Source: an optimization exercise on an open RTL-to-GDS flow (aim: small area and a short achievable clock period). Production flows keep margins and buffers that such runs may drop. Where RTL was checked, it was by simulation tests only, not by an equivalence proof against the original. Power and IR drop assume default switching activity.

## GameModeEazy
module GameModeEazy(
input wire clk,
input wire rst,
input wire load,
input wire [63:0] load_board,
input wire [3:0]btn,
input wire [3:0]mode,
output wire [63:0] num,
output wire [15:0] judge
    );
reg [63:0] num_reg;
wire [15:0] nz;      
reg [1:0] count;
assign num = num_reg;
judge m0(.num(num),.judge(judge));
assign nz = judge;
wire [1:0] cnt_n = count + 2'd1;
wire [3:0] c1h = {cnt_n == 2'd3, cnt_n == 2'd2, cnt_n == 2'd1, cnt_n == 2'd0};
wire m3 = (mode == 4'b0011);
wire go = ~rst & ~load & m3;
wire [3:0] sd;
assign sd[0] = go & btn[0];
assign sd[1] = go & ~btn[0] & btn[1];
assign sd[2] = go & ~btn[0] & ~btn[1] & btn[2];
assign sd[3] = go & ~btn[0] & ~btn[1] & ~btn[2] & btn[3];
wire sh = ~rst & ~load & ~(m3 & (|btn));
wire sl = ~rst & load;
wire [15:0] f15, f7, b3;
wire [63:0] inc;
genvar i, l, p, d, j, k;
generate
for (i = 0; i < 16; i = i + 1) begin : cl
	assign f15[i] = &num_reg[4*i +: 4];
	assign f7[i]  = num_reg[4*i +: 4] == 4'd7;
	assign b3[i]  = num_reg[4*i + 3];
	assign inc[4*i +: 4] = num_reg[4*i +: 4] + 4'd1;
end
endgenerate
wire [63:0] tv [0:3];
wire [15:0] oc [0:3];
wire [3:0]  ch [0:3];
wire [3:0]  bg [0:3];
generate
for (l = 0; l < 8; l = l + 1) begin : pl
	localparam integer B = (l < 4) ? l : 4*(l-4);
	localparam integer S = (l < 4) ? 4 : 1;
	localparam integer DF = (l < 4) ? 0 : 2;
	localparam integer LI = (l < 4) ? l : l - 4;
	wire [3:0] c0 = num_reg[4*(B)     +: 4];
	wire [3:0] c1 = num_reg[4*(B+S)   +: 4];
  ...
Size: ~2800 cells after synthesis, ~66 flip-flops, ~160 I/O pins, about 19000 um^2 of cells after synthesis.
==> flow/config.mk <==
export PLATFORM = sky130hd
export DESIGN_NAME = GameModeEazy
export DESIGN_NICKNAME = GameModeEazy
export VERILOG_FILES = /design/flow/design.v
export SDC_FILE = /design/flow/constraint.sdc
export NUM_CORES = 4
export LEC_CHECK = 0
export CAP_MARGIN = 20
export CORE_MARGIN = 2
export CORE_UTILIZATION = 30
export GPL_ROUTABILITY_DRIVEN = 1
export SLEW_MARGIN = 20
==> flow/constraint.sdc <==
create_clock -name core_clock -period 28.0 [get_ports {clk}]
set_input_delay 5.6000 -clock core_clock [delete_from_list [all_inputs] [get_ports {clk}]]
set_output_delay 5.6000 -clock core_clock [all_outputs]
set_load 0.01 [all_outputs]
standard.sh (not shown) runs the stock make flow with config.mk's settings and CLKGATE_MAP_FILE= SYNTH_SCRIPT=/design/flow/synth_recipe.tcl, a recipe that flattens the netlist after the stock synthesis.
==> flow/flow/run.sh <==
#!/bin/bash
# The standard layout (standard.sh, unchanged synthesis), with two
# settings changed:
#  - the timing repair steps aim for a setup slack margin well above zero,
#    so the layout is optimised for speed rather than only for the loose
#    clock period;
#  - the port buffers that every input and output gets are buf_2 cells
#    rather than the resizer's default pick (a slow delay buffer).
# The full tool output goes to standard.log in this folder.
set -uo pipefail
bash standard.sh SETUP_SLACK_MARGIN=20 CORE_UTILIZATION=42 "BUFFER_PORTS_ARGS=-buffer_cell sky130_fd_sc_hd__buf_2" finish > standard.log 2>&1
Edit:
--- a/flow/design.v
+++ b/flow/design.v
@@ -153,18 +153,18 @@
 	wire [5:0] fpi, bpi;
 	wire [3:0] fc, bc;
 	wire fch, bch, fbig, bbig;
 	dctl fw(.n(n), .q(qf), .f(fl[2:0]), .b3(b3l), .f7(f7l[2:0]),
 	        .pp(fpp), .pi(fpi), .occ(fc), .big(fbig), .chg(fch));
 	dctl bw(.n({n[0], n[1], n[2], n[3]}), .q(qb), .f({fl[1], fl[2], fl[3]}),
 	        .b3({b3l[0], b3l[1], b3l[2], b3l[3]}), .f7({f7l[1], f7l[2], f7l[3]}),
 	        .pp(bpp), .pi(bpi), .occ(bc), .big(bbig), .chg(bch));
-	wire [9:0] gfp = fpp,   gbp = bpp;
-	wire [5:0] gfi = fpi,   gbi = bpi;
+	wire [9:0] gfp = fpp & {10{sd[DF]}},   gbp = bpp & {10{sd[DF+1]}};
+	wire [5:0] gfi = fpi & {6{sd[DF]}},    gbi = bpi & {6{sd[DF+1]}};
 	wire [3:0] fe0 = c0, fe1 = c1, fe2 = c2, fe3 = c3;
 	wire [3:0] fi0 = inc[4*B +: 4], fi1 = inc[4*(B+S) +: 4], fi2 = inc[4*(B+2*S) +: 4];
 	wire [3:0] bi0 = inc[4*(B+3*S) +: 4], bi1 = inc[4*(B+2*S) +: 4], bi2 = inc[4*(B+S) +: 4];
 	assign tv[DF][4*B +: 4] =
 		(c0 & {4{gfp[0]}}) | (c1 & {4{gfp[1]}}) | (c2 & {4{gfp[2]}}) | (c3 & {4{gfp[3]}}) |
 		(fi0 & {4{gfi[0]}}) | (fi1 & {4{gfi[1]}}) | (fi2 & {4{gfi[2]}});
 	assign tv[DF][4*(B+S) +: 4] =
 		(c1 & {4{gfp[4]}}) | (c2 & {4{gfp[5]}}) | (c3 & {4{gfp[6]}}) |
@@ -201,18 +201,17 @@
 end
 endgenerate
 wire [15:0] sel = (sp_sel[0] & {16{sd[0]}}) | (sp_sel[1] & {16{sd[1]}}) | (sp_sel[2] & {16{sd[2]}}) | (sp_sel[3] & {16{sd[3]}});
 wire big = |(bgd & sd);
 wire [63:0] nxt;
 wire [15:0] nzl;
 generate
 for (i = 0; i < 16; i = i + 1) begin : nx
-	assign nxt[4*i +: 4] = (tv[0][4*i +: 4] & {4{sd[0]}}) | (tv[1][4*i +: 4] & {4{sd[1]}}) |
-	                       (tv[2][4*i +: 4] & {4{sd[2]}}) | (tv[3][4*i +: 4] & {4{sd[3]}}) |
+	assign nxt[4*i +: 4] = tv[0][4*i +: 4] | tv[1][4*i +: 4] | tv[2][4*i +: 4] | tv[3][4*i +: 4] |
 	                       (num_reg[4*i +: 4] & {4{sh}}) | (load_board[4*i +: 4] & {4{sl}}) |
 	                       {2'b00, sel[i] & big, sel[i] & ~big} |
 	                       {3'b000, rst & (i == 1 || i == 15)};
 	assign nzl[i] = |load_board[4*i +: 4];
 end
 endgenerate
 always @(posedge clk) begin
 	num_reg <= nxt;
Effect: The changed run finished clean. Fmax went down by 2.2%. Utilization went up by 1.1 points. Count of clock-buffer cells in the layout decreases by 4. Design area goes up by 2.3%. First-iteration DRC count climbs by 15%. Total power rose by 15%.
For the second run of this note, only the layout was checked, not whether the RTL still works.


Another version of the RTL of GameModeEazy (not shown whole).
Size in the first run: ~160 I/O pins, ~0.019 mm2 of cells after synthesis.
## GameModeEazy
module GameModeEazy(
input wire clk,
input wire rst,
input wire load,
input wire [63:0] load_board,
input wire [3:0]btn,
input wire [3:0]mode,
output wire [63:0] num,
output wire [15:0] judge
    );
clock: 28.0 ns
lec_check: 0
cap_margin: 20
core_margin: 2
core_utilization: 30
gpl_routability_driven: 1
slew_margin: 20
synth_hierarchical: 1
synth_minimum_keep_size: 0
==> flow/flow/run.sh <==
#!/bin/bash
# The standard layout (standard.sh, unchanged synthesis), with two
# settings changed:
#  - the timing repair steps aim for a setup slack margin well above zero,
#    so the layout is optimised for speed rather than only for the loose
#    clock period;
#  - the port buffers that every input and output gets are buf_2 cells
#    rather than the resizer's default pick (a slow delay buffer).
# The full tool output goes to standard.log in this folder.
set -uo pipefail
bash standard.sh SETUP_SLACK_MARGIN=20 "BUFFER_PORTS_ARGS=-buffer_cell sky130_fd_sc_hd__buf_2" finish > standard.log 2>&1
Next try:
--- a/flow/design.v
+++ b/flow/design.v
@@ -52,23 +52,17 @@
 reg [63:0] num_reg;
 wire [15:0] nz;      
 reg [1:0] count;
 assign num = num_reg;
 judge m0(.num(num),.judge(judge));
 wire [1:0] cnt_n = count + 2'd1;
 wire [3:0] c1h = {cnt_n == 2'd3, cnt_n == 2'd2, cnt_n == 2'd1, cnt_n == 2'd0};
-wire [3:0] sdr [0:3];
-wire [3:0] shr, slr, gor;
-genvar g;
-generate
-for (g = 0; g < 4; g = g + 1) begin : pk
-	pick m(.rst(rst), .load(load), .btn(btn), .mode(mode), .sd(sdr[g]), .sh(shr[g]), .sl(slr[g]), .go(gor[g]));
-end
-endgenerate
-wire go = gor[0];
+wire [3:0] sd;
+wire sh, sl, go;
+pick m1(.rst(rst), .load(load), .btn(btn), .mode(mode), .sd(sd), .sh(sh), .sl(sl), .go(go));
 	function [20:0] dctl;
 		input [3:0] n;      
 		input [2:0] q;      
 		input [2:0] f;      
 		input [3:0] b3;     
 		input [2:0] f7;     
 		reg h0, t1, h1, t2, h2, t3, s0, s1, s2, s3;
@@ -210,26 +204,24 @@
 wire [3:0] bgd;
 generate
 for (d = 0; d < 4; d = d + 1) begin : dir
 	assign sp_sel[d] = spawn(~oc[d], c1h, |ch[d]);
 	assign bgd[d] = |bg[d];
 end
 endgenerate
+wire [15:0] sel = (sp_sel[0] & {16{sd[0]}}) | (sp_sel[1] & {16{sd[1]}}) | (sp_sel[2] & {16{sd[2]}}) | (sp_sel[3] & {16{sd[3]}});
+wire big = |(bgd & sd);
 wire [63:0] nxt;
 wire [15:0] nzl;
 generate
 for (i = 0; i < 16; i = i + 1) begin : nx
-	wire [3:0] sd = sdr[i/4];
-	wire sh = shr[i/4], sl = slr[i/4];
-	wire sel = (sp_sel[0][i] & sd[0]) | (sp_sel[1][i] & sd[1]) | (sp_sel[2][i] & sd[2]) | (sp_sel[3][i] & sd[3]);
-	wire big = |(bgd & sd);
 	assign nxt[4*i +: 4] = (tv[0][4*i +: 4] & {4{sd[0]}}) | (tv[1][4*i +: 4] & {4{sd[1]}}) |
 	                       (tv[2][4*i +: 4] & {4{sd[2]}}) | (tv[3][4*i +: 4] & {4{sd[3]}}) |
 	                       (num_reg[4*i +: 4] & {4{sh}}) | (load_board[4*i +: 4] & {4{sl}}) |
-	                       {2'b00, sel & big, sel & ~big} |
+	                       {2'b00, sel[i] & big, sel[i] & ~big} |
 	                       {3'b000, rst & (i == 1 || i == 15)};
 	assign nzl[i] = |load_board[4*i +: 4];
 end
 endgenerate
 always @(posedge clk) begin
 	num_reg <= nxt;
 	if (rst) count <= 2'b00;
The changed run went through all stages and came out clean.
Sequential power is about the same.
Power came out lower by 3.3%.
Flip-flop and latch count stays the same.
Worst setup slack gets better by 0.066 ns.
Routed wire length came out lower by 1.1%.
Final area came out lower by 0.51%.
Via count is about the same.
Critical path depth stays the same.
Synthesized area came out lower by 1.6%.
First-iteration DRC count came out higher by 23%.
Clock-buffer cell count came out higher by 4.
Core utilization came out higher by 0.50 points.
Die area came out lower by 1.6%.
Global-route usage came out lower by 0.14 points.
Function was not checked in any run of this note: the RTL went through the layout flow alone.

==> separate check: timing with driven ports <==
No port has a modelled driver above. Below, the same layouts with a new extraction and two added sets of constraints.
Step 1: set_driving_cell puts a clkbuf_16 on clk and a buf_2 on each other input, an assumption about the parent block.
Step 2 times the ports against the registers' clock, not the clock port: input delays grow and output delays shrink by t, the midpoint of the rising clock arrivals with the driver on.
a / b / c = no drivers / after step 1 / after step 2; a / b = the first two.
| run | t, ns | slack for setup (ns) | worst data-port slew with drivers (ns) |
|---|---|---|---|
| the first run of note 1 | 0.446 | 19.991 / 19.935 / 19.687 | 0.05 |
| the second run of note 1 | 0.466 | 19.815 / 19.839 / 19.373 | 0.06 |
| the first run of note 2 | 0.443 | 19.997 / 20.030 / 19.588 | 0.05 |
| the second run of note 2 | 0.456 | 20.063 / 20.108 / 19.653 | 0.04 |
After both steps every run listed still meets setup and hold. For the second run of note 1, which loses most, drivers alone change the setup slack by +0.024 ns; drivers and shift together by -0.442 ns.
